This design comes from an exercise in tuning for small area, a short achievable clock period and few clock cycles on the open sky130 flow, not from production work. At most, simulation tests tie the RTL to the original design; equivalence was not proved. No functional check of the RTL was part of runs 8 to 10. Power and IR drop assume default switching activity.

### run.sh
#!/bin/bash
# synth_recipe.tcl (not shown) runs the flow's synth.tcl, then flattens the netlist and writes it again
# the make line also repeats each setting of config.mk as NAME=value (left out here)
make -C /OpenROAD-flow-scripts/flow DESIGN_CONFIG=/design/flow/config.mk WORK_HOME=/design/flow/orfs CLKGATE_MAP_FILE= SYNTH_SCRIPT=/design/flow/synth_recipe.tcl finish
### config.mk
export PLATFORM = sky130hd
export DESIGN_NAME = top_axi_lite
export DESIGN_NICKNAME = top_axi_lite
export VERILOG_FILES = /design/flow/design.v
export SDC_FILE = /design/flow/constraint.sdc
export NUM_CORES = 4
export LEC_CHECK = 0
export CAP_MARGIN = 20
export CORE_MARGIN = 2
export CORE_UTILIZATION = 45
export SLEW_MARGIN = 20
### constraint.sdc
create_clock -name core_clock -period 3.5 [get_ports {clk}]
set_input_delay 0.7000 -clock core_clock [delete_from_list [all_inputs] [get_ports {clk}]]
set_output_delay 0.7000 -clock core_clock [all_outputs]
set_load 0.01 [all_outputs]
### design.v
module top_axi_lite (
    input  logic        clk,
    input  logic        rstn,
    input  logic        start,
    input  logic        mode,        
    input  logic [31:0] addr,
    input  logic [31:0] wdata_in,
    output logic [31:0] rdata_out,
    output logic        done
);
    logic [31:0] mem [0:15];
    always_ff @(posedge clk) begin
        if (start && mode) mem[addr[5:2]] <= wdata_in;
    end
    always_ff @(posedge clk) begin
        rdata_out <= mem[addr[5:2]];
    end
    always_ff @(posedge clk or negedge rstn) begin
        if (!rstn) done <= 1'b0;
        else       done <= start;
    end
endmodule
==> results of run 1 <==
==> sequential cells by signal (all words and copies together) (netlist names) <==
register / count
mem: 512
done: 1
rdata_out: 32
==> stage by stage <==
| stage | power [W] | area, µm² | setup slack (ns) | util (%) |
|---|---|---|---|---|
| after detailed placement | 0.00809 | 21700 | 0.705 | 49.5 |
| after global placement | 0.00808 | 21700 | 0.725 | 49.5 |
| after floorplan | 0.00775 | 19900 | 0.132 | - |
| final | 0.0139 | 23600 | 1.29 | 53.8 |
| after global routing | 0.0144 | 23600 | 1.23 | 53.8 |
| after CTS | 0.0141 | 23600 | 1.26 | 53.8 |
==> cells in the final DEF (no fill, tap or decap), drive strengths merged <==
cell type and count:
clkbuf 72, edfxtp 512, a22oi 64, bufinv 7
nand2 34, inv 2, nand4b 2, dfrtp 1
clkinv 23, nand2b 2, mux4 128, or3 1
nand4 1, buf 48, dfxtp 32, clkdlybuf4s50 70
and2 1, clkinvlp 1, nor3 4, nor2 13
nor2b 2
==> power by group through the flow <==
stage / clock network (W) / registers [W] / logic [W]
after floorplan: 0 / 0.00742 / 0.000326
after global placement: 0 / 0.00740 / 0.000674
after detailed placement: 0 / 0.00741 / 0.000680
after CTS: 0.00612 / 0.00727 / 0.000682
after global routing: 0.00638 / 0.00727 / 0.000720
final: 0.00600 / 0.00727 / 0.000666
==> worst min-delay path by stage <==
stage,to,slack (ns),depth (start not counted)
floorplan,done,0.40,0
global placement,rdata_out[4],0.65,3
detailed placement,rdata_out[4],0.65,3
CTS,done,0.21,1
global route,done,0.21,1
finish,done,0.23,1
==> kinds of logic (layout without fill, tap and decap cells) <==
logic type,count (synthesis),after routing,synth area share (%)
flops,545,545,80.5
mux,128,128,14.5
compound gates,64,64,2.41
buf+inv,47,223,1.28
simple gates,60,60,1.29
==> routing by layer <==
metal  global-route usage [%]  part of all wire [%]  vias to the layer above  wire length [µm]
met4                     5.14                   1.6                        2               654
li1                         -                     -                     3857                 -
met2                     30.3                    52                      223             20700
met1                     23.9                    42                     4787             16800
met5                        0                 0.032                        -                13
met3                     3.05                   5.0                       56              2020
==> layout make-up <==
cell class / instances / area share, %
multi-input cells: 252 / 16.0
repair buffers: 119 / 4.99
flip-flops and latches: 545 / 67.9
clock buffers: 71 / 6.47
well taps: 592 / 3.14
clock inverters: 33 / 1.48
==> metrics.yaml, run 1 <==
grt_first_pass_wirelength_um: 60100
slew_viol_final: 0
synth_flop_cell: "edfxtp_1"
p_int_w: 0.0111
synth_sequential_area_ratio_pct: 80.5
path_cells: "clkdlybuf4s50_1"
final_cells: 1612
cp.required_ns: 2.80
holdWs_ns: 0.234
ant_nets: 0
fin_crit_sh_pct: 63.2
cts_tree: "built"
dp_hpwl_um: 21700
die_area_mm2: 0.0460
cts_sinks: 545
grt_util_all_layers_pct: 17.8
maxSlewHeadroom_pct: 58.3
synth-edff-count: 512
clkTransAtPathRegs_ns: 0.06
rsz0062_at_grt: "false"
h-tree-depth: 2
initialDrtViolationCount: 726
rows: 77
finalCriticalPeriod_ns: 2.21
cts-resized-gates: 0
min_path_type: "in -> async"
gp_congestion: 0.691
multi_input_area_mm2: 0.00378
worst_slew_pin_slew_ns: 0.623
wl_um: 40200
crit_family: "buffers and inverters"
synth.net_count: 912
synthMostInstantiatedCell: "edfxtp_1"
antenna_found_initial: 1
path_class: "reg -> out"
setup_viol: 0
wl_per_cell_um: 24.9
grt.overflow.total: 0
synth.cell_area_mm2: 0.0199
die_x_um: 214
reg2reg_to: "rdata_out[15]"
static-leakage-power_nw: 7.52
power_density_mw_per_mm2: 590
core-area_mm2: 0.0439
num_io_pins: 101
hold_violations: 0
vias: 8925
initial_utilization_pct: 45.3
n_antenna_cell: 0
register_area_mm2: 0.0160
layout-drive-gt1-share_pct: 27.7
cts_made_buffers: 55
critPathLaunchType: "flip-flop"
synth_cells: 844
slowest_stage: "clkdlybuf4s50_1"
skew_ns: 0.0143
ff2ff_setup_slack_ns: 2.10
synthArstFlopShare_pct: 0.183
synth_top_area_cell: "edfxtp_1"
synth_common_cells: "edfxtp_1 (512), mux4_2 (128), a22oi_1 (64)"
end_kind: "output pin"
firstDrtPassIters: 5
max-vdd-ir-drop_uv: 459
cp_num_buf_inv: 1
area.growth.synth_to_final_pct: 18.6
critPathMaxStageDelay_ns: 0.55
p_switching_w: 0.00279
cp.depth: 1
clock_power_share_pct: 43.1
ys_ff_latch: 545
fillCellCount: 3381
r2r_start: "mem[11][15]"
ys_types: 19
timing.fmax_ghz: 0.452
synth_area_leaders: "edfxtp_1 (77%), mux4_2 (14%), dfxtp_1 (3.2%)"
outcome: "no timing/DRC/antenna violations"
startpoint: "rdata_out[31]"
cts_root_buf: "clkbuf_16"
drc: 0
reg2regPathDepth: 3
fin_setup_tns_ns: 0
crit_fanout: 1
grt_start_max_net_pins: 65
dp_cells: 1508
syn_area_per_cell_um2: 23.6
yosysTopAreaCellShare_pct: 77.2
vias_per_cell: 5.54
yosysWarnings: 1
die_y_um: 214
postCtsHoldBufs: 0
cap_violations: 0
cts_setup_buffers: 0
pwr-share-seq_pct: 52.2
clock_path_buffers: 3
clk_latency_ns: 0.60
setup.worst_path.end: "rdata_out[31]"
switching_share_pct: 20.0
first_global_vias: 9436
fin_nets: 1041
port_buffers: 72
crit_arrival_ns: 1.51
combPwrFrac_pct: 4.8
Testbench counts, summed over its fixed seeds: cycles 8,000.
==> run 2: changes to the inputs <==
--- a/config.mk
+++ b/config.mk
@@ -8,4 +8,5 @@
 export CAP_MARGIN = 20
 export CORE_MARGIN = 2
-export CORE_UTILIZATION = 45
+export CORE_UTILIZATION = 55
+export SETUP_SLACK_MARGIN = 1.9
 export SLEW_MARGIN = 20
==> metrics.yaml, run 2 <==
outcome: "no timing/DRC/antenna violations"
vias_per_cell: 6.26
path_class: "in -> reg"
synth_top_area_cell: "edfxtp_1"
wl_um: 46600
dp_hpwl_um: 20500
cp.required_ns: 3.79
timing.fmax_ghz: 0.565
first_global_vias: 9809
synth_flop_cell: "edfxtp_1"
cts_made_buffers: 53
fin_setup_tns_ns: 0
min_path_type: "in -> async"
ff2ff_setup_slack_ns: 2.16
finalCriticalPeriod_ns: 1.77
synth-edff-count: 512
synthArstFlopShare_pct: 0.183
grt_first_pass_wirelength_um: 66000
crit_arrival_ns: 2.06
switching_share_pct: 19.7
slew_viol_final: 0
cts_sinks: 545
fin_crit_sh_pct: 50.5
clock_power_share_pct: 41.6
crit_fanout: 8
yosysWarnings: 1
clkTransAtPathRegs_ns: 0.06
synth_sequential_area_ratio_pct: 80.5
final_cell_mix: "edfxtp_1 (512), mux4_2 (128), clkbuf_16 (63), a22oi_1 (61), buf_6 (37)"
initialDrtViolationCount: 957
synth.cell_area_mm2: 0.0199
cts_tree: "built"
synth_common_cells: "edfxtp_1 (512), mux4_2 (128), a22oi_1 (64)"
grt_util_all_layers_pct: 24.9
holdWs_ns: 0.259
largest_reg_flops: 512
cts_root_buf: "clkbuf_16"
synth_cells: 844
h-tree-depth: 2
maxSlewHeadroom_pct: 64.1
setup_viol: 0
synth_area_leaders: "edfxtp_1 (77%), mux4_2 (14%), dfxtp_1 (3.2%)"
drc: 0
skew_ns: 0.0140
ys_types: 19
max-vdd-ir-drop_uv: 445
n_antenna_cell: 0
area.growth.synth_to_final_pct: 23.6
pwr-share-seq_pct: 52.9
p_switching_w: 0.00270
worst_slew_pin_slew_ns: 0.536
ys_ff_latch: 545
die_area_mm2: 0.0378
critPathLaunchType: "primary input"
grt_start_max_net_pins: 88
p_int_w: 0.0110
static-leakage-power_nw: 8.06
syn_area_per_cell_um2: 23.6
fin_nets: 1094
clock_path_buffers: 3
port_buffers: 72
clk_latency_ns: 0.59
gp_congestion: 0.753
initial_utilization_pct: 55.9
firstDrtPassIters: 24
power_density_mw_per_mm2: 559
layout-drive-gt1-share_pct: 36.4
wl_per_cell_um: 30.4
final_common_cell: "edfxtp_1"
synth.net_count: 912
rows: 69
synthMostInstantiatedCell: "edfxtp_1"
antenna_found_initial: 0
yosysTopAreaCellShare_pct: 77.2
core-area_mm2: 0.0357
ant_nets: 0
hold_violations: 0
cap_violations: 0
die_x_um: 194
combPwrFrac_pct: 5.4
num_io_pins: 101
postCtsHoldBufs: 0
end_kind: "flip-flop"
grt.overflow.total: 0
vias: 9586
die_y_um: 194
rsz0062_at_grt: "true"
==> run 2: cell counts after synthesis <==
Identical to the previous run, type by type.
==> run 2: logic make-up (layout without fill, tap and decap cells) <==
logic type | count (synthesis) | in the layout | share of synthesized area [%]
AOI/OAI and AO/OA | 64 | 64 | 2.41
buffers and inverters | 47 | 274 | 1.28
DFF | 545 | 545 | 80.5
muxes | 128 | 128 | 14.5
and+or+nand+nor | 60 | 60 | 1.29
==> run 2: worst max-delay path, cell delays in order <==
cell,delay (ns)
buf_8,0.08
nand2_4,0.04
or3_4,0.39
buf_6,0.13
buf_12,0.11
buf_6,0.11
nor2_4,0.09
buf_12,0.14
buf_6,0.11
buf_16,0.14
==> run 2: repair_timing <==
item / in CTS / in global routing
pin swaps: 9 / 5
endpoints found under the setup margin: 577 / 217
cloned: 16 / 7
gates resized for setup: 237 / 38
setup buffers: 33 / 11
==> run 2: through the flow <==
step / setup WS [ns] / total power, W / area, µm² / utilization (%) / cells
finish: 1.73 / 0.0138 / 24600 / 69.0 / 1532
floorplan: 0.685 / 0.00777 / 20100 / - / 844
CTS: 1.71 / 0.0138 / 24200 / 67.9 / 1514
global placement: 0.720 / 0.00805 / 21500 / 60.4 / 1365
global route: 1.70 / 0.0142 / 24600 / 69.0 / 1532
detailed placement: 0.651 / 0.00808 / 21500 / 60.4 / 1365
==> run 2: metal layers <==
metal | track usage (%) | up-vias | part of all wire (%)
li1 | - | 3989 | -
met1 | 38.4 | 5114 | 43
met2 | 37.9 | 430 | 47
met3 | 4.79 | 53 | 8.3
met4 | 5.73 | 0 | 1.6
met5 | 0 | - | 0
==> run 2: worst paths after layout <==
check / cells after the start / startpoint / to
worst min-delay path: 1 / rstn / done
worst min register to register: 3 / mem[14][24] / rdata_out[24]
worst max register to register: 3 / mem[10][3] / rdata_out[3]
min in group core_clock: 2 / start / done
max in group asynchronous: 1 / rstn / done
worst max-delay path: 10 / mode / mem[12][5]
==> run 2: power groups by stage <==
| stage | registers, W | clock network [W] | logic [W] |
|---|---|---|---|
| 2_1_floorplan | 0.00742 | 0 | 0.000344 |
| 3_5_place_dp | 0.00741 | 0 | 0.000666 |
| 4_1_cts | 0.00728 | 0.00583 | 0.000710 |
| 5_1_grt | 0.00729 | 0.00609 | 0.000795 |
| 6_report | 0.00728 | 0.00572 | 0.000746 |
| 3_3_place_gp | 0.00740 | 0 | 0.000644 |
==> run 2: area by class of cell <==
class	count	area (µm²)
Fill cell	2153	11000
Timing Repair Buffer	174	2380
Clock buffer	76	1520
Clock inverter	24	267
Multi-Input combinational cell	252	3820
Sequential cell	545	16100
Tap cell	461	577
==> run 3: changes to the inputs <==
--- a/config.mk
+++ b/config.mk
@@ -9,4 +9,4 @@
 export CORE_MARGIN = 2
 export CORE_UTILIZATION = 55
-export SETUP_SLACK_MARGIN = 1.9
+export SETUP_SLACK_MARGIN = 1.4
 export SLEW_MARGIN = 20
==> metrics.yaml, run 3 <==
outcome: "no timing/DRC/antenna violations"
maxSlewHeadroom_pct: 45.5
synthArstFlopShare_pct: 0.183
vias_per_cell: 6.14
ys_types: 19
static-leakage-power_nw: 7.52
n_antenna_cell: 0
cts_root_buf: "clkbuf_16"
syn_area_per_cell_um2: 23.6
reg2reg_to: "rdata_out[24]"
num_io_pins: 101
final_common_cell: "edfxtp_1"
cts_made_buffers: 53
skew_ns: 0.0103
fin_setup_tns_ns: 0
initial_utilization_pct: 55.9
p_switching_w: 0.00260
final_cell_mix: "edfxtp_1 (512), mux4_2 (128), a22oi_1 (64), clkbuf_16 (55), clkdlybuf4s50_1 (37)"
cp.required_ns: 4.00
die_area_mm2: 0.0378
crit_fanout: 32
synth_area_leaders: "edfxtp_1 (77%), mux4_2 (14%), dfxtp_1 (3.2%)"
port_buffers: 72
fin_crit_sh_pct: 58.2
layout-drive-gt1-share_pct: 26.7
critPathLaunchType: "primary input"
first_global_vias: 9563
wl_per_cell_um: 28.3
critPathMaxStageDelay_ns: 0.52
p_int_w: 0.0106
timing.fmax_ghz: 0.491
ff2ff_setup_slack_ns: 2.15
crit_family: "buffers and inverters"
path_cells: "clkdlybuf4s50_1 > buf_4 > nor2b_4 > buf_4 > a22oi_1 > nand2_1"
initialDrtViolationCount: 903
h-tree-depth: 2
synth-edff-count: 512
cts_sinks: 545
switching_share_pct: 19.8
synth_sequential_area_ratio_pct: 80.5
dp_hpwl_um: 21200
grt_start_max_net_pins: 129
ys_ff_latch: 545
clock_path_buffers: 3
area.growth.synth_to_final_pct: 17.3
yosysWarnings: 1
wl_um: 41800
grt_util_all_layers_pct: 22.5
min_path_type: "in -> async"
synthMostInstantiatedCell: "edfxtp_1"
drc: 0
fillCellCount: 2340
pwr-share-seq_pct: 55.2
combPwrFrac_pct: 5.0
holdWs_ns: 0.271
largest_reg_flops: 512
die_y_um: 194
fin_nets: 1044
die_x_um: 194
cap_violations: 0
clkTransAtPathRegs_ns: 0.06
max-vdd-ir-drop_uv: 389
finalCriticalPeriod_ns: 2.04
synth_common_cells: "edfxtp_1 (512), mux4_2 (128), a22oi_1 (64)"
synth_flop_cell: "edfxtp_1"
rsz0062_at_grt: "false"
cts_tree: "built"
gp_congestion: 0.711
clock_power_share_pct: 39.8
slew_viol_final: 0
clk_latency_ns: 0.57
path_class: "in -> reg"
reg2regPathDepth: 3
path_common_cell: "buf_4"
grt.overflow.total: 0
firstDrtPassIters: 7
hold_violations: 0
postCtsHoldBufs: 0
setup_viol: 0
worst_slew_pin_slew_ns: 0.817
synth.net_count: 912
yosysTopAreaCellShare_pct: 77.2
end_kind: "flip-flop"
ant_nets: 0
crit_arrival_ns: 2.54
cp_num_buf_inv: 3
r2r_start: "mem[11][24]"
antenna_found_initial: 0
synth_top_area_cell: "edfxtp_1"
core-area_mm2: 0.0357
synth_cells: 844
grt_first_pass_wirelength_um: 61000
vias: 9070
synth.cell_area_mm2: 0.0199
rows: 69
slowest_stage: "clkdlybuf4s50_1"
power_density_mw_per_mm2: 563
## run 3: logic make-up after synthesis
kind of cell           count (synthesis)  share of synthesized area (%)
flip-flops                           545                           80.5
multiplexers                         128                           14.5
AO/OA/AOI/OAI                         64                           2.41
AND/OR/NAND/NOR                       60                           1.29
buffers and inverters                 47                           1.28
## run 3: metal layers
layer	vias to the layer above	GRT usage (%)	share of wire, %
met1	4879	33.7	44
met2	285	35.2	48
met3	53	3.56	5.8
li1	3853	-	-
met4	0	6.24	1.6
met5	-	0	0
## run 3: worst max path at each step
stage | from | endpoint | slack [ns] | cells after the start
after floorplan | addr[2] | mem[3][0] | 0.68 | 5
after global placement | start | mem[6][22] | 0.65 | 4
after detailed placement | start | mem[6][23] | 0.62 | 4
after CTS | start | mem[0][6] | 1.42 | 5
after global routing | addr[4] | mem[10][9] | 1.39 | 5
final | addr[5] | rdata_out[24] | 1.46 | 6
## run 3: worst register-to-register path: cells and delay by family (launching register included)
kind	cells	cell delay [ns]
muxes	1	0.47
and+or+nand+nor	1	0.14
AOI/OAI and AO/OA	1	0.25
DFF	1	0.35
## run 3: power by group through the flow
stage                     logic, W  registers (W)  clock network (W)
after floorplan           0.000341        0.00742                  0
after global routing      0.000704        0.00728            0.00558
after detailed placement  0.000674        0.00741                  0
final                     0.000652        0.00727            0.00524
after global placement    0.000654        0.00740                  0
after CTS                 0.000650        0.00727            0.00534
## run 3: final cells by class
cell class / instances / area [µm²] / area share [%]
Multi-Input combinational cell: 252 / 3780 / 16.2
Tap cell: 461 / 577 / 2.47
Sequential cell: 545 / 16000 / 68.6
Clock buffer: 81 / 1510 / 6.47
Clock inverter: 13 / 82.6 / 0.353
Timing Repair Buffer: 124 / 1370 / 5.88
## run 3: what timing repair did
action                     CTS  global route
resized for setup           35             8
pin swaps                    3             3
gates cloned                 0             3
setup buffers                6             5
setup endpoints to repair  185           164
## run 3: stage by stage
step	total power (W)	instance area, µm²	cells	setup slack, ns	util [%]
global placement	0.00806	21600	1368	0.652	60.6
finish	0.0132	23400	1476	1.46	65.5
global route	0.0136	23400	1476	1.39	65.5
CTS	0.0133	23200	1468	1.42	65.2
detailed placement	0.00808	21600	1368	0.624	60.6
floorplan	0.00776	20100	844	0.682	-
==> run 4: changes to the inputs <==
--- a/config.mk
+++ b/config.mk
@@ -8,5 +8,7 @@
 export CAP_MARGIN = 20
 export CORE_MARGIN = 2
-export CORE_UTILIZATION = 55
-export SETUP_SLACK_MARGIN = 1.4
+export CORE_UTILIZATION = 65
+export CTS_CLUSTER_DIAMETER = 60
+export CTS_CLUSTER_SIZE = 25
+export SETUP_SLACK_MARGIN = 1.8
 export SLEW_MARGIN = 20
==> metrics.yaml, run 4 <==
outcome: "no timing/DRC/antenna violations"
fin_nets: 1061
static-leakage-power_nw: 7.64
min_path_type: "in -> async"
ys_types: 19
postCtsHoldBufs: 0
dp_hpwl_um: 20600
port_buffers: 72
ys_ff_latch: 545
final_util_pct: 77.9
crit_arrival_ns: 1.04
cp.required_ns: 2.80
yosysWarnings: 1
gp_congestion: 0.749
final_common_cell: "edfxtp_1"
final_cell_mix: "edfxtp_1 (512), mux4_2 (128), a22oi_1 (63), clkbuf_16 (44)"
core-area_mm2: 0.0303
fin_setup_tns_ns: 0
area.growth.synth_to_final_pct: 18.8
hold_violations: 0
critPathLaunchType: "flip-flop"
die_x_um: 179
grt.overflow.total: 0
clkTransAtPathRegs_ns: 0.08
grt_first_pass_wirelength_um: 63100
synthArstFlopShare_pct: 0.183
skew_ns: 0.0124
multi_input_area_mm2: 0.00381
drc: 0
largest_reg_flops: 512
first_global_vias: 9696
antenna_found_initial: 3
crit_fanout: 1
vias_per_cell: 6.74
post_dp_cell_area_mm2: 0.0215
worst_slew_pin_slew_ns: 0.559
critPathMaxStageDelay_ns: 0.38
cp_num_buf_inv: 1
register_area_mm2: 0.0161
vias: 9534
crit_family: "flip-flops"
cts_root_buf: "clkbuf_16"
slowest_stage: "dfrtp_1"
syn_area_per_cell_um2: 23.6
initial_utilization_pct: 65.6
cts_made_buffers: 36
die_area_mm2: 0.0321
synth_top_area_cell: "edfxtp_1"
synth-edff-count: 512
cap_violations: 0
grt_start_max_net_pins: 65
clock_path_buffers: 3
holdWs_ns: 0.313
cts_tree: "built"
synth.net_count: 912
slew_viol_final: 0
power_density_mw_per_mm2: 523
path_class: "reg -> out"
die_y_um: 179
setup_viol: 0
synth_area_leaders: "edfxtp_1 (77%), mux4_2 (14%), dfxtp_1 (3.2%)"
cts_sinks: 545
firstDrtPassIters: 5
synth_cells: 844
rsz0062_at_grt: "true"
wl_per_cell_um: 32.7
synth_flop_cell: "edfxtp_1"
grt_util_all_layers_pct: 28.6
timing.fmax_ghz: 0.575
fillCellCount: 1487
final_cell_area_mm2: 0.0237
ant_nets: 0
synthMostInstantiatedCell: "edfxtp_1"
maxSlewHeadroom_pct: 62.6
h-tree-depth: 2
fin_crit_sh_pct: 49.7
path_cells: "buf_2"
layout-drive-gt1-share_pct: 34.3
initialDrtViolationCount: 1388
synth.cell_area_mm2: 0.0199
num_io_pins: 101
max-vdd-ir-drop_uv: 489
rows: 64
clk_latency_ns: 0.54
yosysTopAreaCellShare_pct: 77.2
synth_sequential_area_ratio_pct: 80.5
finalCriticalPeriod_ns: 1.74
end_kind: "output pin"
wl_um: 46200
synth_common_cells: "edfxtp_1 (512), mux4_2 (128), a22oi_1 (64)"
==> run 4: cell counts after synthesis <==
No cell type changed its count.
==> run 4: final cells by class <==
cell class                 count  area share (%)
clock buffer                  44            4.03
sequential                   545            67.9
antenna                        1          0.0106
tap                          396            2.09
timing repair buffer         158            8.85
clock inverter                19           0.989
multi-input combinational    252            16.1
==> run 4: logic make-up after synthesis <==
| family | count (synthesis) | synth area share [%] |
|---|---|---|
| AND/OR/NAND/NOR | 60 | 1.29 |
| buffers and inverters | 47 | 1.28 |
| multiplexers | 128 | 14.5 |
| AO/OA/AOI/OAI | 64 | 2.41 |
| flip-flops | 545 | 80.5 |
==> run 4: power by group <==
part           total (W)  switching, W  internal (W)  leakage [nW]
registers        0.00727     0.0000367       0.00723          4.90
logic           0.000735      0.000388      0.000347          2.18
clock network    0.00436       0.00218       0.00218         0.565
total             0.0124       0.00261       0.00976          7.64
==> run 4: per-stage QoR <==
step | worst slack [ns] | std cells | power (W)
global placement | 0.656 | 1298 | 0.00805
floorplan | 0.685 | 844 | 0.00777
finish | 1.76 | 1415 | 0.0124
CTS | 1.75 | 1402 | 0.0124
global route | 1.74 | 1414 | 0.0127
detailed placement | 0.602 | 1298 | 0.00808
==> run 4: per-layer routing <==
| layer | GRT usage (%) | part of all wire, % |
|---|---|---|
| met4 | 7.38 | 2.5 |
| met1 | 39.2 | 37 |
| met2 | 48.5 | 51 |
| met3 | 5.45 | 9.6 |
| met5 | 0 | 0.082 |
==> run 4: what timing repair did <==
action / 4_1_cts / 5_1_grt
endpoints found under the setup margin: 577 / 227
gates cloned: 13 / 9
setup buffers: 28 / 3
resized for setup: 208 / 18
pin swaps: 12 / 7
==> run 4: worst paths after layout <==
path	endpoint	from	cells past startpoint	slack, ns
max in group asynchronous	done	rstn	1	3.08
worst max register to register	rdata_out[30]	mem[3][30]	3	2.12
worst min-delay path	done	rstn	1	0.31
worst min register to register	rdata_out[20]	mem[12][20]	3	0.67
worst max-delay path	done	done	1	1.76
min in group core_clock	done	start	1	0.34
==> run 5: changes to the inputs <==
--- a/config.mk
+++ b/config.mk
@@ -8,7 +8,7 @@
 export CAP_MARGIN = 20
 export CORE_MARGIN = 2
-export CORE_UTILIZATION = 65
-export CTS_CLUSTER_DIAMETER = 60
-export CTS_CLUSTER_SIZE = 25
+export CORE_UTILIZATION = 55
+export CTS_CLUSTER_DIAMETER = 100
+export CTS_CLUSTER_SIZE = 30
 export SETUP_SLACK_MARGIN = 1.8
 export SLEW_MARGIN = 20
==> metrics.yaml, run 5 <==
cap_violations: 0
num_io_pins: 101
min_path_type: "in -> async"
crit_fanout: 22
yosysTopAreaCellShare_pct: 77.2
initial_utilization_pct: 55.9
critPathLaunchType: "primary input"
ys_types: 19
first_global_vias: 9277
vias: 8955
cts_made_buffers: 22
synth.net_count: 912
firstDrtPassIters: 15
ys_ff_latch: 545
place_ws_ns: 0.651
grt_first_pass_wirelength_um: 61600
path_cells: "clkbuf_16 > or3_4 > buf_12 > nor2_4 > buf_4 > buf_16"
port_buffers: 72
static-leakage-power_nw: 7.17
drc: 0
rows: 69
synth_top_area_cell: "edfxtp_1"
crit_arrival_ns: 2.01
wl_um: 42400
area.growth.synth_to_final_pct: 14.2
synthMostInstantiatedCell: "edfxtp_1"
layout-drive-gt1-share_pct: 30.1
holdWs_ns: 0.274
cts_sinks: 545
grt_util_all_layers_pct: 22.8
fin_setup_tns_ns: 0
timing.fmax_ghz: 0.570
die_area_mm2: 0.0378
final_cell_mix: "edfxtp_1 (512), mux4_2 (128), a22oi_1 (64), nand2_1 (33), clkdlybuf4s50_1 (33)"
maxSlewHeadroom_pct: 63.5
dp_hpwl_um: 20500
synth_area_leaders: "edfxtp_1 (77%), mux4_2 (14%), dfxtp_1 (3.2%)"
worst_slew_pin_slew_ns: 0.545
clkTransAtPathRegs_ns: 0.11
clock_path_buffers: 3
crit_family: "buffers and inverters"
cp_num_buf_inv: 4
synth_flop_cell: "edfxtp_1"
die_x_um: 194
fin_nets: 1020
cp.required_ns: 3.76
antenna_found_initial: 0
fin_crit_sh_pct: 50.1
synthArstFlopShare_pct: 0.183
worst_slack_ns: 1.75
cts_root_buf: "clkbuf_16"
critPathMaxStageDelay_ns: 0.40
power_density_mw_per_mm2: 485
synth_common_cells: "edfxtp_1 (512), mux4_2 (128), a22oi_1 (64)"
die_y_um: 194
startpoint: "addr[2]"
end_kind: "flip-flop"
synth.cell_area_mm2: 0.0199
synth-edff-count: 512
initialDrtViolationCount: 682
synth_cells: 844
skew_ns: 0.0265
slew_viol_final: 0
largest_reg_flops: 512
slowest_stage: "or3_4"
grt_start_max_net_pins: 88
finalCriticalPeriod_ns: 1.75
ant_nets: 0
max-vdd-ir-drop_uv: 314
r2r_start: "mem[10][0]"
synth_sequential_area_ratio_pct: 80.5
h-tree-depth: 1
hold_violations: 0
clk_latency_ns: 0.54
fillCellCount: 2373
final_common_cell: "edfxtp_1"
outcome: "no timing/DRC/antenna violations"
cts_tree: "built"
syn_area_per_cell_um2: 23.6
wl_per_cell_um: 29.7
n_antenna_cell: 0
grt.overflow.total: 0
rsz0062_at_grt: "true"
vias_per_cell: 6.27
yosysWarnings: 1
core-area_mm2: 0.0357
gp_congestion: 0.753
setup_viol: 0
path_class: "in -> reg"
-- run 5: cell counts after synthesis --
No cell type changed its count.
-- run 5: area by class of cell --
class | instances | area [µm²] | area share [%]
flip-flops and latches | 545 | 16100 | 70.6
multi-input cells | 252 | 3800 | 16.7
repair buffers | 131 | 1640 | 7.23
clock buffers | 39 | 636 | 2.79
well taps | 461 | 577 | 2.54
clock inverters | 1 | 30.0 | 0.132
-- run 5: path summary, 6_finish.rpt --
kind | end | slack, ns | depth (start not counted)
max | mem[12][5] | 1.75 | 6
min | done | 0.27 | 1
max reg2reg | rdata_out[0] | 2.18 | 3
min reg2reg | rdata_out[28] | 0.68 | 3
max in group asynchronous | done | 3.13 | 1
min in group core_clock | done | 0.32 | 1
-- run 5: worst reg2reg max path, delay by kind of cell (launching register included) --
family           cells  cell delay (ns)
AND/OR/NAND/NOR      1             0.10
flip-flops           1             0.40
multiplexers         1             0.47
AO/OA/AOI/OAI        1             0.24
-- run 5: kinds of logic after synthesis --
| family | after synthesis | synth area share [%] |
|---|---|---|
| simple gates | 60 | 1.29 |
| mux | 128 | 14.5 |
| buf+inv | 47 | 1.28 |
| flops | 545 | 80.5 |
| compound gates | 64 | 2.41 |
-- run 5: per-layer routing --
metal	track usage, %	share of wire, %	vias up
met1	35.6	45	4874
li1	-	-	3789
met4	3.65	1.1	0
met3	2.69	6.0	30
met5	0	0	-
met2	36.3	48	262
-- run 5: timing repair --
action                     in CTS  in global routing
hold endpoints to repair        0                  0
gates cloned                    8                  3
pin swaps                       8                  2
hold buffers                    0                  0
setup endpoints to repair     577                 73
buffers inserted               12                  1
gates resized for setup       205                 20
-- run 5: where the power goes --
group / leakage [nW] / switching, W / internal, W
Sequential: 4.90 / 0.0000347 / 0.00723
Clock: 0.314 / 0.00181 / 0.00127
Combinational: 1.96 / 0.000367 / 0.000327
Total: 7.17 / 0.00221 / 0.00883
-- run 5: stage by stage --
step | std cells | cell area, µm² | utilization, % | total power, W
global placement | 1365 | 21500 | 60.4 | 0.00805
floorplan | 844 | 20100 | - | 0.00777
finish | 1429 | 22800 | 63.8 | 0.0110
global route | 1429 | 22800 | 63.8 | 0.0114
detailed placement | 1365 | 21500 | 60.4 | 0.00808
CTS | 1425 | 22600 | 63.4 | 0.0111
==> run 6: changes to the inputs <==
==> flow/run.sh (new file) <==
#!/bin/bash
# The standard layout, with the ports buffered by buf_4 cells instead of the
# cell buffer_ports picks by itself. Full output in standard.log.
set -euo pipefail
bash standard.sh "BUFFER_PORTS_ARGS=-buffer_cell sky130_fd_sc_hd__buf_4" finish > standard.log 2>&1
==> standard.sh (new file) <==
#!/bin/bash
# synth_recipe.tcl (not shown) runs the flow's synth.tcl, then flattens the netlist and writes it again
# the make line also repeats each setting of config.mk as NAME=value (left out here)
make -C /OpenROAD-flow-scripts/flow DESIGN_CONFIG=/design/flow/config.mk WORK_HOME=/design/flow/orfs CLKGATE_MAP_FILE= SYNTH_SCRIPT=/design/flow/synth_recipe.tcl "${@:-finish}"
removed: run.sh
==> metrics.yaml, run 6 <==
reg2reg_to: "rdata_out[29]"
pwr-share-seq_pct: 66.0
p_switching_w: 0.00222
synth_common_cells: "edfxtp_1 (512), mux4_2 (128), a22oi_1 (64)"
die_y_um: 194
startpoint: "done"
outcome: "no timing/DRC/antenna violations"
grt_most_used_layer: "met2"
p_int_w: 0.00881
n_antenna_cell: 0
grt_start_max_net_pins: 65
area.growth.synth_to_final_pct: 12.4
switching_share_pct: 20.1
path_cells: "buf_6"
final_common_cell: "edfxtp_1"
synth_cells: 844
yosysWarnings: 1
crit_fanout: 1
ys_types: 19
cp_num_buf_inv: 1
crit_arrival_ns: 1.08
clkTransAtPathRegs_ns: 0.11
die_area_mm2: 0.0378
synth_area_leaders: "edfxtp_1 (77%), mux4_2 (14%), dfxtp_1 (3.2%)"
synthArstFlopShare_pct: 0.183
timing.fmax_ghz: 0.563
vias_per_cell: 6.31
drc: 0
cts_made_buffers: 22
rsz0062_at_grt: "true"
hold_violations: 0
combPwrFrac_pct: 6.3
core-area_mm2: 0.0357
gp_congestion: 0.720
initialDrtViolationCount: 831
cts_tree: "built"
initial_utilization_pct: 55.9
grt.met2_usage_pct: 40.0
fin_crit_sh_pct: 50.8
crit_family: "flip-flops"
synth_top_area_cell: "edfxtp_1"
vias: 8869
ant_nets: 0
synth.net_count: 912
use_met3_pct: 2.97
static-leakage-power_nw: 7.05
final_cell_mix: "edfxtp_1 (512), mux4_2 (128), a22oi_1 (64), buf_4 (54), buf_6 (37)"
end_kind: "output pin"
grt_first_pass_wirelength_um: 62400
clock_path_buffers: 3
h-tree-depth: 1
skew_ns: 0.0297
fin_setup_tns_ns: 0
cts_root_buf: "clkbuf_16"
synth_flop_cell: "edfxtp_1"
grt_util_all_layers_pct: 23.4
yosysTopAreaCellShare_pct: 77.2
min_path_type: "in -> reg"
largest_reg_flops: 512
cp.depth: 1
maxSlewHeadroom_pct: 56.2
max-vdd-ir-drop_uv: 481
antenna_found_initial: 0
wl_um: 43000
synth_sequential_area_ratio_pct: 80.5
worst_slew_pin_slew_ns: 0.658
num_io_pins: 101
ys_ff_latch: 545
firstDrtPassIters: 20
synth-edff-count: 512
fillCellCount: 2414
critPathLaunchType: "flip-flop"
holdPathStages: 1
cts_sinks: 545
syn_area_per_cell_um2: 23.6
clk_latency_ns: 0.56
dp_hpwl_um: 20600
wl_per_cell_um: 30.6
path_class: "reg -> out"
rows: 69
reg2regPathDepth: 3
setup.worst_path.end: "done"
slowest_stage: "dfrtp_1"
layout-drive-gt1-share_pct: 33.4
port_buffers: 72
synth.cell_area_mm2: 0.0199
slew_viol_final: 0
synthMostInstantiatedCell: "edfxtp_1"
finalPower_w: 0.0110
critPathMaxStageDelay_ns: 0.40
r2r_start: "mem[8][29]"
cap_violations: 0
fin_nets: 1002
use_met1_pct: 33.5
power_density_mw_per_mm2: 492
cp.required_ns: 2.80
ff2ff_setup_slack_ns: 2.18
finalCriticalPeriod_ns: 1.78
clock_power_share_pct: 27.8
grt.overflow.total: 0
first_global_vias: 9356
die_x_um: 194
setup_viol: 0
run 6: worst min path at each step:
stage,slack (ns),startpoint,endpoint
final,0.28,start,done
after global routing,0.27,start,done
after CTS,0.26,start,done
after detailed placement,0.48,rstn,done
after global placement,0.48,rstn,done
after floorplan,0.40,rstn,done
run 6: cell type report:
cell class / instances / area [µm²] / share of cell area, %
Multi-Input combinational cell: 252 / 3780 / 16.9
Sequential cell: 545 / 16100 / 71.8
Tap cell: 461 / 577 / 2.58
Clock inverter: 1 / 30.0 / 0.134
Timing Repair Buffer: 113 / 1300 / 5.82
Clock buffer: 34 / 617 / 2.75
run 6: logic make-up (layout without fill, tap and decap cells):
group | after synthesis | count (layout) | share of synthesized area (%)
AOI/OAI and AO/OA | 64 | 64 | 2.41
muxes | 128 | 128 | 14.5
buffers and inverters | 47 | 148 | 1.28
DFF | 545 | 545 | 80.5
and+or+nand+nor | 60 | 60 | 1.29
run 6: metrics by stage:
stage	area, µm²	hold WS [ns]	worst slack [ns]	utilization, %	instances
floorplan	20100	0.404	0.685	-	844
global placement	21300	0.476	0.784	59.9	1359
detailed placement	21300	0.477	0.707	59.9	1359
CTS	22400	0.260	1.70	62.8	1406
global route	22400	0.268	1.68	62.8	1406
finish	22400	0.281	1.72	62.8	1406
run 6: power by group through the flow:
stage               Sequential, W  Clock (W)  Combinational (W)
finish                    0.00728    0.00306           0.000691
global route              0.00729    0.00334           0.000740
CTS                       0.00728    0.00314           0.000701
detailed placement        0.00741          0           0.000635
global placement          0.00740          0           0.000611
floorplan                 0.00742          0           0.000344
run 6: repair_timing:
action	in CTS	in global routing
pin swaps	4	0
hold endpoints to repair	1	0
hold buffers	1	0
resized for setup	73	5
gates cloned	5	0
setup endpoints to repair	399	53
setup buffers	6	0
run 6: per-layer routing:
metal	wire, µm	vias up
met4	668	0
met3	2520	33
li1	-	3738
met2	21900	278
met5	0	-
met1	18000	4820
==> run 7: changes to the inputs <==
==> flow/run.sh (replaced) <==
#!/bin/bash
# The standard layout, with the ports buffered by buf_2 cells instead of the
# cell buffer_ports picks by itself. Full output in standard.log.
set -euo pipefail
bash standard.sh "BUFFER_PORTS_ARGS=-buffer_cell sky130_fd_sc_hd__buf_2" finish > standard.log 2>&1
==> metrics.yaml, run 7 <==
grt_start_max_net_pins: 65
cts_tree: "built"
yosysWarnings: 1
layout-drive-gt1-share_pct: 33.1
dp_hpwl_um: 20300
crit_family: "flip-flops"
h-tree-depth: 1
rsz0062_at_grt: "true"
crit_fanout: 1
skew_ns: 0.0312
post_dp_cell_area_mm2: 0.0212
max-vdd-ir-drop_uv: 453
use_met1_pct: 32.7
cp_num_buf_inv: 1
rows: 69
die_y_um: 194
fillCellCount: 2380
die_area_mm2: 0.0378
clk_latency_ns: 0.55
final_cell_area_mm2: 0.0226
ys_ff_latch: 545
timing.fmax_ghz: 0.563
synth_simple_gate_area_share_pct: 1.29
core-area_mm2: 0.0357
first_global_vias: 9176
grt_util_all_layers_pct: 22.6
initial_utilization_pct: 55.9
path_cells: "buf_2"
synth_cells: 844
setup_viol: 0
synth_flop_cell: "edfxtp_1"
synth_area_leaders: "edfxtp_1 (77%), mux4_2 (14%), dfxtp_1 (3.2%)"
clkTransAtPathRegs_ns: 0.12
slew_viol_final: 0
synth_common_cells: "edfxtp_1 (512), mux4_2 (128), a22oi_1 (64)"
synth_xor_area_share_pct: 0
yosysTopAreaCellShare_pct: 77.2
maxSlewHeadroom_pct: 58.3
synth-edff-count: 512
grt_most_used_layer: "met2"
vias_per_cell: 6.25
cts_root_buf: "clkbuf_16"
critPathMaxStageDelay_ns: 0.38
finalPower_w: 0.0111
final_cell_mix: "edfxtp_1 (512), mux4_2 (128), a22oi_1 (64), buf_2 (55), nand2_1 (33)"
cts_sinks: 545
synth_top_area_cell: "edfxtp_1"
synthAdderAreaFrac_pct: 0
fin_crit_sh_pct: 50.7
port_buffers: 72
cap_violations: 0
firstDrtPassIters: 20
register_area_mm2: 0.0161
synth_sequential_area_ratio_pct: 80.5
grt.met2_usage_pct: 37.9
crit_arrival_ns: 1.08
finalCriticalPeriod_ns: 1.78
static-leakage-power_nw: 7.17
min_path_type: "in -> reg"
clock_path_buffers: 3
wl_um: 43100
fin_nets: 1020
syn_area_per_cell_um2: 23.6
num_io_pins: 101
slowest_stage: "dfrtp_1"
cts_made_buffers: 22
gp_congestion: 0.715
critPathLaunchType: "flip-flop"
outcome: "no timing/DRC/antenna violations"
place_ws_ns: 0.627
synthArstFlopShare_pct: 0.183
muxShareOfSynthArea_pct: 14.5
grt.overflow.total: 0
synth.net_count: 912
worst_slew_pin_slew_ns: 0.624
drc: 0
power_density_mw_per_mm2: 489
worst_slack_ns: 1.72
largest_reg_flops: 512
vias: 8939
synth.cell_area_mm2: 0.0199
multi_input_area_mm2: 0.00379
synthMostInstantiatedCell: "edfxtp_1"
path_class: "reg -> out"
hold_violations: 0
grt_first_pass_wirelength_um: 60900
end_kind: "output pin"
area.growth.synth_to_final_pct: 13.5
holdWs_ns: 0.297
initialDrtViolationCount: 770
fin_setup_tns_ns: 0
ys_types: 19
die_x_um: 194
final_common_cell: "edfxtp_1"
cp.required_ns: 2.80
antenna_found_initial: 2
use_met3_pct: 2.67
wl_per_cell_um: 30.1
synth_top_family_by_area: "multiplexers"
synth_compound_gate_area_share_pct: 2.41
ant_nets: 0
==> run 7: cell counts after synthesis <==
Identical to the previous run, type by type.
==> run 7: logic make-up (layout without fill, tap and decap cells) <==
logic type,Yosys count,in the layout
AO/OA/AOI/OAI,64,64
buffers and inverters,47,171
flip-flops,545,545
multiplexers,128,128
other,0,1
AND/OR/NAND/NOR,60,60
==> run 7: per-stage QoR <==
step	instances	util, %
global placement	1359	59.6
floorplan	844	-
CTS	1409	62.2
finish	1430	63.4
detailed placement	1359	59.6
global route	1429	63.4
==> run 7: final timing paths <==
check | cells after the start | slack, ns | to | from
max in group asynchronous | 2 | 2.98 | done | rstn
worst min register to register | 3 | 0.68 | rdata_out[4] | mem[14][4]
worst max register to register | 3 | 2.19 | rdata_out[0] | mem[10][0]
worst min-delay path | 1 | 0.30 | done | start
worst max-delay path | 1 | 1.72 | done | done
min in group asynchronous | 2 | 0.43 | done | rstn
==> run 7: metal layers <==
layer / part of all wire (%) / routed length, µm / vias to the layer above
met3: 5.5 / 2370 / 46
met4: 1.7 / 712 / 2
met5: 0.030 / 13 / -
met1: 42 / 18000 / 4842
met2: 51 / 22000 / 267
li1: - / - / 3782
==> run 7: cell type report <==
cell class | count | area share [%]
clock buffers | 39 | 2.81
diodes | 1 | 0.0111
clock inverters | 1 | 0.133
multi-input cells | 252 | 16.8
well taps | 461 | 2.55
flip-flops and latches | 545 | 71.1
repair buffers | 131 | 6.65
==> run 7: repair_timing <==
| action | CTS | global route |
|---|---|---|
| pin swaps | 4 | 5 |
| setup buffers | 5 | 13 |
| gates resized for setup | 28 | 23 |
| hold buffers | 1 | 0 |
| endpoints found under the hold margin | 1 | 0 |
| endpoints found under the setup margin | 563 | 233 |
| gates cloned | 4 | 7 |
==> run 7: where the power goes <==
group	internal [W]	leakage [nW]	total [W]	switching, W
Sequential	0.00723	4.90	0.00727	0.0000352
Combinational	0.000304	1.96	0.000668	0.000364
Clock	0.00127	0.314	0.00312	0.00185
==> run 8: changes to the inputs <==
--- a/design.v
+++ b/design.v
@@ -10,6 +10,16 @@
 );
     logic [31:0] mem [0:15];
+    logic [3:0] lo, hi;
+    logic [15:0] we;
+    always_comb begin
+        for (int j = 0; j < 4; j++) begin
+            lo[j] = (addr[3:2] == 2'(j));
+            hi[j] = start && mode && (addr[5:4] == 2'(j));
+        end
+        for (int i = 0; i < 16; i++) we[i] = hi[i/4] && lo[i%4];
+    end
     always_ff @(posedge clk) begin
-        if (start && mode) mem[addr[5:2]] <= wdata_in;
+        for (int i = 0; i < 16; i++)
+            if (we[i]) mem[i] <= wdata_in;
     end
     always_ff @(posedge clk) begin
==> run.sh (new file) <==
#!/bin/bash
# synth_recipe.tcl (not shown) runs the flow's synth.tcl, then flattens the netlist and writes it again
# the make line also repeats each setting of config.mk as NAME=value (left out here)
make -C /OpenROAD-flow-scripts/flow DESIGN_CONFIG=/design/flow/config.mk WORK_HOME=/design/flow/orfs CLKGATE_MAP_FILE= SYNTH_SCRIPT=/design/flow/synth_recipe.tcl finish
removed: flow/run.sh
removed: standard.sh
==> metrics.yaml, run 8 <==
outcome: "no timing/DRC/antenna violations"
crit_fanout: 1
synth_sequential_area_ratio_pct: 76.7
min_path_type: "in -> async"
setup_viol: 0
area.growth.synth_to_final_pct: 18.1
initialDrtViolationCount: 1325
synth.cell_area_mm2: 0.0209
max-vdd-ir-drop_uv: 403
critPathMaxStageDelay_ns: 0.37
cap_violations: 0
final_common_cell: "edfxtp_1"
fillCellCount: 2600
core-area_mm2: 0.0376
wl_met3_um: 4540
largest_reg_flops: 512
cts_root_buf: "clkbuf_16"
cp_num_buf_inv: 1
final_cell_area_mm2: 0.0247
final_cell_mix: "edfxtp_1 (512), a22oi_1 (99), buf_4 (60), nand3b_1 (58), and3b_1 (43)"
postCtsHoldBufs: 0
grt_start_max_net_pins: 35
worst_slew_pin_slew_ns: 0.625
clkTransAtPathRegs_ns: 0.11
yosysTopAreaCellShare_pct: 73.5
fin_nets: 1436
synth.net_count: 1312
ys_types: 59
synthMostInstantiatedCell: "edfxtp_1"
ant_nets: 0
dp_hpwl_um: 29700
die_x_um: 199
vias: 12258
ff2ff_setup_slack_ns: 1.96
clk_latency_ns: 0.57
timing.fmax_ghz: 0.567
initial_utilization_pct: 55.6
grt.overflow.total: 0
clock_path_buffers: 3
critPathLaunchType: "flip-flop"
synth_area_leaders: "edfxtp_1 (74%), a22oi_1 (4.1%), dfxtp_1 (3.1%)"
cts_made_buffers: 22
wl_met1_um: 23100
layout-drive-gt1-share_pct: 22.2
power_density_mw_per_mm2: 463
r2r_start: "mem[1][2]"
die_y_um: 199
cts_sinks: 545
rows: 71
first_global_vias: 11905
static-leakage-power_nw: 8.13
ys_ff_latch: 545
slowest_stage: "dfrtp_1"
synth_cells: 1244
rsz0062_at_grt: "true"
cp.required_ns: 2.80
synth_flop_cell: "edfxtp_1"
num_io_pins: 101
cts_tree: "built"
gp_congestion: 0.747
grt_first_pass_wirelength_um: 79200
crit_arrival_ns: 1.06
synth_common_cells: "edfxtp_1 (512), a22oi_1 (113), nand3b_1 (58)"
h-tree-depth: 1
synth_top_area_cell: "edfxtp_1"
yosysWarnings: 2
synth-edff-count: 512
grt_util_all_layers_pct: 28.0
die_area_mm2: 0.0396
syn_area_per_cell_um2: 16.8
slew_viol_final: 0
vias_per_cell: 6.47
path_cells: "buf_2"
finalCriticalPeriod_ns: 1.76
fin_crit_sh_pct: 50.4
maxSlewHeadroom_pct: 58.2
crit_family: "flip-flops"
fin_setup_tns_ns: 0
hold_violations: 0
drc: 0
skew_ns: 0.0289
path_class: "reg -> out"
antenna_found_initial: 1
cp.depth: 1
end_kind: "output pin"
wl_um: 55100
port_buffers: 72
wl_met2_um: 26100
post_dp_cell_area_mm2: 0.0226
synthArstFlopShare_pct: 0.183
routed.top_layer: "met4"
wl_per_cell_um: 29.1
reg2reg_to: "rdata_out[2]"
firstDrtPassIters: 5
reg2regPathDepth: 4
==> run 8: cell types whose count changed in the layout (fill, tap and decap cells not counted), moves of 18 or more <==
cell             previous run  this run
and3b_1                     0        43
nor2_1                      0        27
and3_1                      0        20
buf_4                      18        60
a21o_1                      0        20
a22oi_1                    64        99
buf_6                      17        42
mux4_2                    128         0
o221ai_1                    0        18
o32a_1                      0        25
buf_2                      55        17
clkdlybuf4s50_1             0        33
nand3b_1                    0        58
o21ai_0                     0        29
==> run 8: logic make-up (layout without fill, tap and decap cells) <==
group,after synthesis,count (layout),share of synthesized area [%]
other,0,1,0
buffers and inverters,112,246,2.81
AO/OA/AOI/OAI,332,332,12.2
flip-flops,545,545,76.7
AND/OR/NAND/NOR,241,245,7.52
multiplexers,14,14,0.718
==> run 8: worst max-delay path by stage <==
| stage | startpoint | to | slack [ns] |
|---|---|---|---|
| 2_1_floorplan | addr[3] | mem[12][0] | 0.89 |
| 3_3_place_gp | addr[4] | rdata_out[10] | 0.24 |
| 3_5_place_dp | addr[4] | rdata_out[7] | 0.19 |
| 4_1_cts | done | done | 1.71 |
| 5_1_grt | done | done | 1.69 |
| 6_report | done | done | 1.74 |
==> run 8: area by class of cell <==
| class | count | area, µm² | area share [%] |
|---|---|---|---|
| inverter | 9 | 37.5 | 0.152 |
| tap | 511 | 639 | 2.59 |
| clock inverter | 1 | 30.0 | 0.122 |
| sequential | 545 | 16100 | 65.1 |
| multi-input combinational | 591 | 4870 | 19.7 |
| antenna | 1 | 2.50 | 0.0101 |
| clock buffer | 37 | 628 | 2.54 |
| timing repair buffer | 199 | 2420 | 9.79 |
==> run 8: per-layer routing <==
layer / vias up / GRT usage, %
li1: 5319 / -
met1: 6295 / 40.0
met2: 565 / 45.5
met3: 79 / 4.73
met4: 0 / 6.58
met5: - / 0
==> run 8: timing repair <==
action | in CTS | in global routing
cloned | 16 | 5
resized for setup | 293 | 55
endpoints found under the hold margin | 0 | 0
pin swaps | 20 | 18
endpoints found under the setup margin | 577 | 238
buffers inserted | 28 | 7
==> run 8: report_power, final <==
group          internal [W]  switching (W)  total, W  leakage [nW]
clock network       0.00126        0.00190   0.00316         0.311
registers           0.00724      0.0000373   0.00728          4.90
logic              0.000426       0.000574   0.00100          2.92
total               0.00893        0.00251    0.0114          8.13
==> run 8: stage by stage <==
step	instances	util, %	hold slack, ns	setup slack, ns	power [W]
3_5_place_dp	1799	60.1	0.460	0.194	0.00826
3_3_place_gp	1799	60.1	0.445	0.241	0.00825
4_1_cts	1881	64.8	0.251	1.71	0.0114
5_1_grt	1893	65.7	0.260	1.69	0.0118
6_report	1894	65.7	0.267	1.74	0.0114
2_1_floorplan	1244	-	0.404	0.892	0.00787
==> run 9: changes to the inputs <==
==> design.v (replaced) <==
module rf_ao22 (
    input  logic a1, a2, b1, b2,
    output logic y
);
    assign y = (a1 & a2) | (b1 & b2);
endmodule
module top_axi_lite (
    input  logic        clk,
    input  logic        rstn,
    input  logic        start,
    input  logic        mode,        
    input  logic [31:0] addr,
    input  logic [31:0] wdata_in,
    output logic [31:0] rdata_out,
    output logic        done
);
    logic [31:0] mem [0:15];
    logic [31:0] mem_d [0:15];
    logic [15:0] we, hold, sel;
    logic [7:0]  part [0:31];   
    logic [31:0] rd;
    always_comb begin
        for (int i = 0; i < 16; i++) begin
            we[i]   = start && mode && (addr[5:2] == 4'(i));
            hold[i] = !we[i];
            sel[i]  = (addr[5:2] == 4'(i));
        end
    end
    for (genvar i = 0; i < 16; i++) begin : g_word
        for (genvar b = 0; b < 32; b++) begin : g_bit
            rf_ao22 u_next (
                .a1(we[i]), .a2(wdata_in[b]), .b1(hold[i]), .b2(mem[i][b]),
                .y(mem_d[i][b])
            );
        end
    end
    always_ff @(posedge clk) begin
        for (int i = 0; i < 16; i++) mem[i] <= mem_d[i];
    end
    for (genvar b = 0; b < 32; b++) begin : g_rd
        for (genvar k = 0; k < 8; k++) begin : g_ao22
            rf_ao22 u_part (
                .a1(sel[2*k]),   .a2(mem[2*k][b]),
                .b1(sel[2*k+1]), .b2(mem[2*k+1][b]),
                .y(part[b][k])
            );
        end
        assign rd[b] = |part[b];
    end
    always_ff @(posedge clk) begin
        rdata_out <= rd;
    end
    always_ff @(posedge clk or negedge rstn) begin
        if (!rstn) done <= 1'b0;
        else       done <= start;
    end
endmodule
--- a/config.mk
+++ b/config.mk
@@ -13,2 +13,4 @@
 export SETUP_SLACK_MARGIN = 1.8
 export SLEW_MARGIN = 20
+export SYNTH_HIERARCHICAL = 1
+export SYNTH_MINIMUM_KEEP_SIZE = 0
==> metrics.yaml, run 9 <==
startpoint: "addr[4]"
crit_family: "simple AND/OR/NAND/NOR gates"
dp_hpwl_um: 33100
synth.cell_area_mm2: 0.0186
initial_utilization_pct: 55.6
grt_start_max_net_pins: 33
register_area_mm2: 0.0109
p_switching_w: 0.00333
ff2ff_setup_slack_ns: 2.28
hold_violations: 0
cts_sinks: 545
synth_top_area_cell: "dfxtp_1"
static-leakage-power_nw: 9.90
outcome: "no timing/DRC/antenna violations"
num_io_pins: 101
drc: 0
crit_fanout: 8
rsz0062_at_grt: "true"
multi_input_area_mm2: 0.00853
vias_per_cell: 7.38
fin_setup_tns_ns: 0
setup_viol: 0
core-area_mm2: 0.0334
final_util_pct: 69.4
clock_power_share_pct: 23.7
rows: 67
p_int_w: 0.00978
synth_common_cells: "a22o_1 (768), dfxtp_1 (544), nor4_1 (64)"
die_area_mm2: 0.0352
firstDrtPassIters: 5
die_x_um: 188
first_global_vias: 15465
grt_util_all_layers_pct: 38.1
setup.worst_path.end: "rdata_out[29]"
cp.depth: 10
critPathLaunchType: "primary input"
final_common_cell: "a22o_1"
port_buffers: 72
yosysTopAreaCellShare_pct: 58.7
reg2regPathDepth: 3
synth_flop_cell: "dfxtp_1"
ys_ff_latch: 545
combPwrFrac_pct: 14.6
grt_first_pass_wirelength_um: 101000
h-tree-depth: 1
cap_violations: 0
die_y_um: 188
ys_types: 22
dp_cells: 2057
cts_root_buf: "clkbuf_16"
clk_latency_ns: 0.57
grt_most_used_layer: "met2"
crit_arrival_ns: 2.27
r2r_start: "mem[0][29]"
skew_ns: 0.0176
fillCellCount: 2407
use_met1_pct: 51.4
path_common_cell: "buf_6"
clock_path_buffers: 3
vias: 16074
area.growth.synth_to_final_pct: 24.8
cts_made_buffers: 22
synthArstFlopShare_pct: 0.183
grt.met2_usage_pct: 59.0
max-vdd-ir-drop_uv: 441
power_density_mw_per_mm2: 566
cp_num_buf_inv: 5
end_kind: "flip-flop"
slowest_stage: "nor4_2"
grt.overflow.total: 0
synth_cells: 1482
synth.net_count: 1550
final_cells: 2177
critPathMaxStageDelay_ns: 0.29
wl_um: 69700
synth_sequential_area_ratio_pct: 58.8
switching_share_pct: 25.4
min_path_type: "in -> async"
gp_congestion: 0.796
path_cells: "buf_6 > buf_6 > buf_12 > nand2b_4 > buf_6 > nor2_4 > buf_12 > a22o_1 > nor4_2 > nand2_1"
cts_tree: "built"
layout-drive-gt1-share_pct: 19.8
finalCriticalPeriod_ns: 1.85
maxSlewHeadroom_pct: 55.6
syn_area_per_cell_um2: 12.5
postCtsHoldBufs: 0
use_met3_pct: 7.28
synthMostInstantiatedCell: "a22o_1"
antenna_found_initial: 0
clkTransAtPathRegs_ns: 0.10
reg2reg_to: "rdata_out[29]"
synth-edff-count: 0
path_class: "in -> reg"
largest_reg_flops: 512
pwr-share-seq_pct: 61.7
slew_viol_final: 0
synth_area_leaders: "dfxtp_1 (59%), a22o_1 (36%), nor4_1 (2.2%)"
fin_nets: 1795
worst_slew_pin_slew_ns: 0.665
final_cell_mix: "a22o_1 (766), dfxtp_1 (532), buf_4 (68), nor4_2 (46), buf_12 (42)"
timing.fmax_ghz: 0.542
initialDrtViolationCount: 2081
fin_crit_sh_pct: 52.8
yosysWarnings: 11
cp.required_ns: 3.92
wl_per_cell_um: 32.0
ant_nets: 0
## run 9: cell types whose count changed in the layout (fill, tap and decap cells not counted), sizes merged, moves of 22 or more
cell    delta
and3b     -44
edfxtp   -512
o21ai     -39
nand2     +22
a22oi    -113
a22o     +754
nand3b    -58
o32a      -25
nor4      +63
dfxtp    +512
buf       +24
## run 9: kinds of logic (layout without fill, tap and decap cells)
logic type	after synthesis	after routing	share of synthesized area, %
buf+inv	7	243	0.249
compound gates	768	768	36.2
other cells	0	1	0
flops	545	545	58.8
simple gates	162	172	4.69
## run 9: worst min-delay path by stage
| stage | cells after the start | start | end | slack (ns) |
|---|---|---|---|---|
| after floorplan | 0 | rstn | done | 0.40 |
| after global placement | 1 | mem[4][10] | mem[4][10] | 0.45 |
| after detailed placement | 1 | mem[8][16] | mem[8][16] | 0.45 |
| after CTS | 1 | rstn | done | 0.27 |
| after global routing | 1 | rstn | done | 0.28 |
| final | 1 | rstn | done | 0.27 |
## run 9: area by class of cell
type	instances	share of cell area [%]
Antenna cell	1	0.0108
Clock buffer	23	2.49
Clock inverter	2	0.124
Multi-Input combinational cell	940	36.8
Sequential cell	545	47.2
Tap cell	448	2.42
Timing Repair Buffer	218	10.9
## run 9: power groups by stage
stage          logic [W]  registers (W)  clock network (W)
3_3_place_gp     0.00167        0.00814                  0
2_1_floorplan    0.00113        0.00808                  0
3_5_place_dp     0.00174        0.00818                  0
5_1_grt          0.00205        0.00822            0.00334
4_1_cts          0.00183        0.00806            0.00313
6_report         0.00191        0.00809            0.00310
## run 9: metrics by stage
stage / power (W) / area, µm² / hold slack, ns / setup slack [ns]
finish: 0.0131 / 23200 / 0.270 / 1.65
global route: 0.0136 / 23200 / 0.277 / 1.64
CTS: 0.0130 / 22800 / 0.267 / 1.73
detailed placement: 0.00992 / 20800 / 0.453 / 0.250
global placement: 0.00982 / 20700 / 0.452 / 0.251
floorplan: 0.00921 / 18800 / 0.404 / 1.27
## run 9: per-module statistics from Yosys (local to each module, per instance)
module / flip-flops and latches / times used / area, µm²
rf_ao22: 0 / 768 / 8.76
top_axi_lite: 545 / 1 / 11800
## run 9: per-layer routing
metal,wire (µm),up-vias
li1,-,6704
met1,27200,8022
met2,30800,1082
met3,7370,266
met4,4280,0
met5,0,-
## run 9: repair_timing
| item | 4_1_cts | 5_1_grt |
|---|---|---|
| cloned | 12 | 2 |
| gates resized for setup | 282 | 52 |
| setup buffers | 77 | 3 |
| endpoints found under the setup margin | 577 | 176 |
| pin swaps | 60 | 29 |
==> run 10: changes to the inputs <==
==> flow/run.sh (new file) <==
#!/bin/bash
# The standard layout, with the ports buffered by buf_4 cells instead of the
# cell buffer_ports picks by itself. Full output in standard.log.
set -euo pipefail
bash standard.sh "BUFFER_PORTS_ARGS=-buffer_cell sky130_fd_sc_hd__buf_4" finish > standard.log 2>&1
==> standard.sh (new file) <==
#!/bin/bash
# synth_recipe.tcl (not shown) runs the flow's synth.tcl, then flattens the netlist and writes it again
# the make line also repeats each setting of config.mk as NAME=value (left out here)
make -C /OpenROAD-flow-scripts/flow DESIGN_CONFIG=/design/flow/config.mk WORK_HOME=/design/flow/orfs CLKGATE_MAP_FILE= SYNTH_SCRIPT=/design/flow/synth_recipe.tcl "${@:-finish}"
removed: run.sh
==> metrics.yaml, run 10 <==
slowest_stage: "dfxtp_2"
clkTransAtPathRegs_ns: 0.12
synth_simple_gate_area_share_pct: 4.69
timing.fmax_ghz: 0.566
final_cells: 2137
path_cells: "buf_6"
synth_top_area_cell: "dfxtp_1"
muxShareOfSynthArea_pct: 0
clock_path_buffers: 3
die_y_um: 188
synth_flop_cell: "dfxtp_1"
cts_sinks: 545
ys_ff_latch: 545
synth_sequential_area_ratio_pct: 58.8
ant_nets: 0
largest_reg_flops: 512
h-tree-depth: 1
setup_viol: 0
num_io_pins: 101
synth_area_leaders: "dfxtp_1 (59%), a22o_1 (36%), nor4_1 (2.2%)"
hold_violations: 0
static-leakage-power_nw: 9.61
first_global_vias: 15456
antenna_found_initial: 0
skew_ns: 0.0256
vias_per_cell: 7.33
crit_family: "flip-flops"
end_kind: "output pin"
rsz0062_at_grt: "true"
crit_fanout: 1
grt_util_all_layers_pct: 36.5
dp_hpwl_um: 32400
synth-edff-count: 0
grt_start_max_net_pins: 33
initial_utilization_pct: 55.6
crit_arrival_ns: 1.07
layout-drive-gt1-share_pct: 19.5
die_x_um: 188
clk_latency_ns: 0.58
outcome: "no timing/DRC/antenna violations"
synth.net_count: 1550
wl_um: 66700
vias: 15662
grt.overflow.total: 0
synth_compound_gate_area_share_pct: 36.2
synth_cells: 1482
gp_congestion: 0.782
synthAdderAreaFrac_pct: 0
firstDrtPassIters: 7
max-vdd-ir-drop_uv: 420
holdWs_ns: 0.330
n_antenna_cell: 0
cts_root_buf: "clkbuf_16"
critPathLaunchType: "flip-flop"
path_class: "reg -> out"
maxSlewHeadroom_pct: 50.3
slew_viol_final: 0
area.growth.synth_to_final_pct: 21.0
cp_num_buf_inv: 1
die_area_mm2: 0.0352
synthArstFlopShare_pct: 0.183
dp_cells: 2043
finalCriticalPeriod_ns: 1.77
core-area_mm2: 0.0334
cts_made_buffers: 22
synthMostInstantiatedCell: "a22o_1"
initialDrtViolationCount: 1695
grt_first_pass_wirelength_um: 97600
cap_violations: 0
syn_area_per_cell_um2: 12.5
yosysTopAreaCellShare_pct: 58.7
ys_types: 22
worst_slew_pin_slew_ns: 0.743
cp.required_ns: 2.80
synth_xor_area_share_pct: 0
fin_setup_tns_ns: 0
final_cell_mix: "a22o_1 (767), dfxtp_1 (514), buf_4 (99), buf_6 (47), nand2_1 (38)"
wl_per_cell_um: 31.2
yosysWarnings: 11
cts_tree: "built"
power_density_mw_per_mm2: 585
final_common_cell: "a22o_1"
critPathMaxStageDelay_ns: 0.38
min_path_type: "in -> reg"
synth_common_cells: "a22o_1 (768), dfxtp_1 (544), nor4_1 (64)"
synth.cell_area_mm2: 0.0186
drc: 0
fin_nets: 1757
port_buffers: 72
synth_top_family_by_area: "compound AO/OA/AOI/OAI gates"
fin_crit_sh_pct: 50.5
rows: 67
[run 10: path summary, 6_finish.rpt]
check | from | to | slack, ns | cells after the start
min in group asynchronous | rstn | done | 0.46 | 2
max in group asynchronous | rstn | done | 2.96 | 2
hold reg to reg | mem[9][5] | mem[9][5] | 0.48 | 1
setup / recovery | rdata_out[26] | rdata_out[26] | 1.73 | 1
setup reg to reg | mem[0][28] | rdata_out[28] | 2.32 | 3
hold / removal | start | done | 0.33 | 1
[run 10: what timing repair did]
item	CTS	global route
setup endpoints to repair	467	200
resized for setup	103	57
cloned	7	1
hold buffers	1	0
setup buffers	47	14
hold endpoints to repair	1	0
pin swaps	24	11
[run 10: cell type report]
| class | count | area (µm²) |
|---|---|---|
| repair buffers | 184 | 2030 |
| flip-flops and latches | 545 | 11000 |
| multi-input cells | 936 | 8300 |
| clock inverters | 1 | 30.0 |
| fillers | 2609 | 10900 |
| well taps | 448 | 561 |
| clock buffers | 23 | 576 |
[run 10: layer usage]
| metal | share of wire, % | global-route usage (%) | wire length (µm) |
|---|---|---|---|
| met2 | 46 | 58.4 | 30500 |
| met3 | 9.7 | 8.70 | 6480 |
| met1 | 39 | 45.7 | 26100 |
| met4 | 5.4 | 19.5 | 3630 |
| met5 | 0 | 0 | 0 |
[run 10: power by group]
| part | total [W] | switching [W] | internal, W |
|---|---|---|---|
| Clock | 0.00312 | 0.00192 | 0.00120 |
| Sequential | 0.00813 | 0.000670 | 0.00746 |
| Combinational | 0.00188 | 0.000741 | 0.00113 |
| Total | 0.0131 | 0.00333 | 0.00980 |
[run 10: cell families after synthesis]
kind of cell    Yosys count
compound gates          768
flops                   545
simple gates            162
buf+inv                   7
[run 10: per-module statistics from Yosys, one instance, submodules excluded]
module,flops+latches,copies in the design,area [µm²],cells
rf_ao22,0,768,8.76,1
top_axi_lite,545,1,11800,714
[run 10: per-stage QoR]
| stage | setup WS, ns | total power, W | utilization, % | instance area, µm² |
|---|---|---|---|---|
| floorplan | 1.27 | 0.00921 | - | 18800 |
| global placement | 0.624 | 0.00976 | 61.0 | 20400 |
| detailed placement | 0.608 | 0.00985 | 61.2 | 20400 |
| CTS | 1.59 | 0.0131 | 66.0 | 22000 |
| global route | 1.72 | 0.0136 | 67.3 | 22400 |
| finish | 1.73 | 0.0131 | 67.3 | 22400 |

separate check: timing with driven ports:
How much do the figures lean on ideal ports? The routed layouts below were timed once more, with nothing changed but the port constraints. Step 1 (the two cells are an assumption about what drives the block):
set clk [get_ports {clk}]
set_driving_cell -lib_cell sky130_fd_sc_hd__clkbuf_16 $clk
set_driving_cell -lib_cell sky130_fd_sc_hd__buf_2 [delete_from_list [all_inputs] $clk]
Step 2 also shifts input and output timing later by t, the mid clock arrival at the registers, as if the neighbouring blocks saw the same clock. Slacks: no drivers / after step 1 / after step 2; pairs: no drivers / after step 1.
run	shift t [ns]	setup WS [ns]	worst data-port slew with drivers (ns)
run 1	0.644	1.289 / 1.237 / 0.689	0.07
run 2	0.633	1.731 / 1.687 / 1.064	0.18
run 3	0.623	1.461 / 1.492 / 0.870	0.06
run 4	0.579	1.761 / 1.647 / 1.068	0.26
run 5	0.584	1.746 / 1.699 / 1.118	0.14
run 6	0.592	1.723 / 1.673 / 1.157	0.14
run 7	0.594	1.725 / 1.670 / 1.081	0.19
run 8	0.607	1.736 / 1.632 / 1.026	0.30
run 9	0.614	1.654 / 1.674 / 1.060	0.07
run 10	0.621	1.734 / 1.676 / 1.149	0.07
After both steps every run listed still meets setup and hold. The setup slack of run 8, which loses most, moves by -0.104 ns with the drivers and by -0.710 ns with both steps.
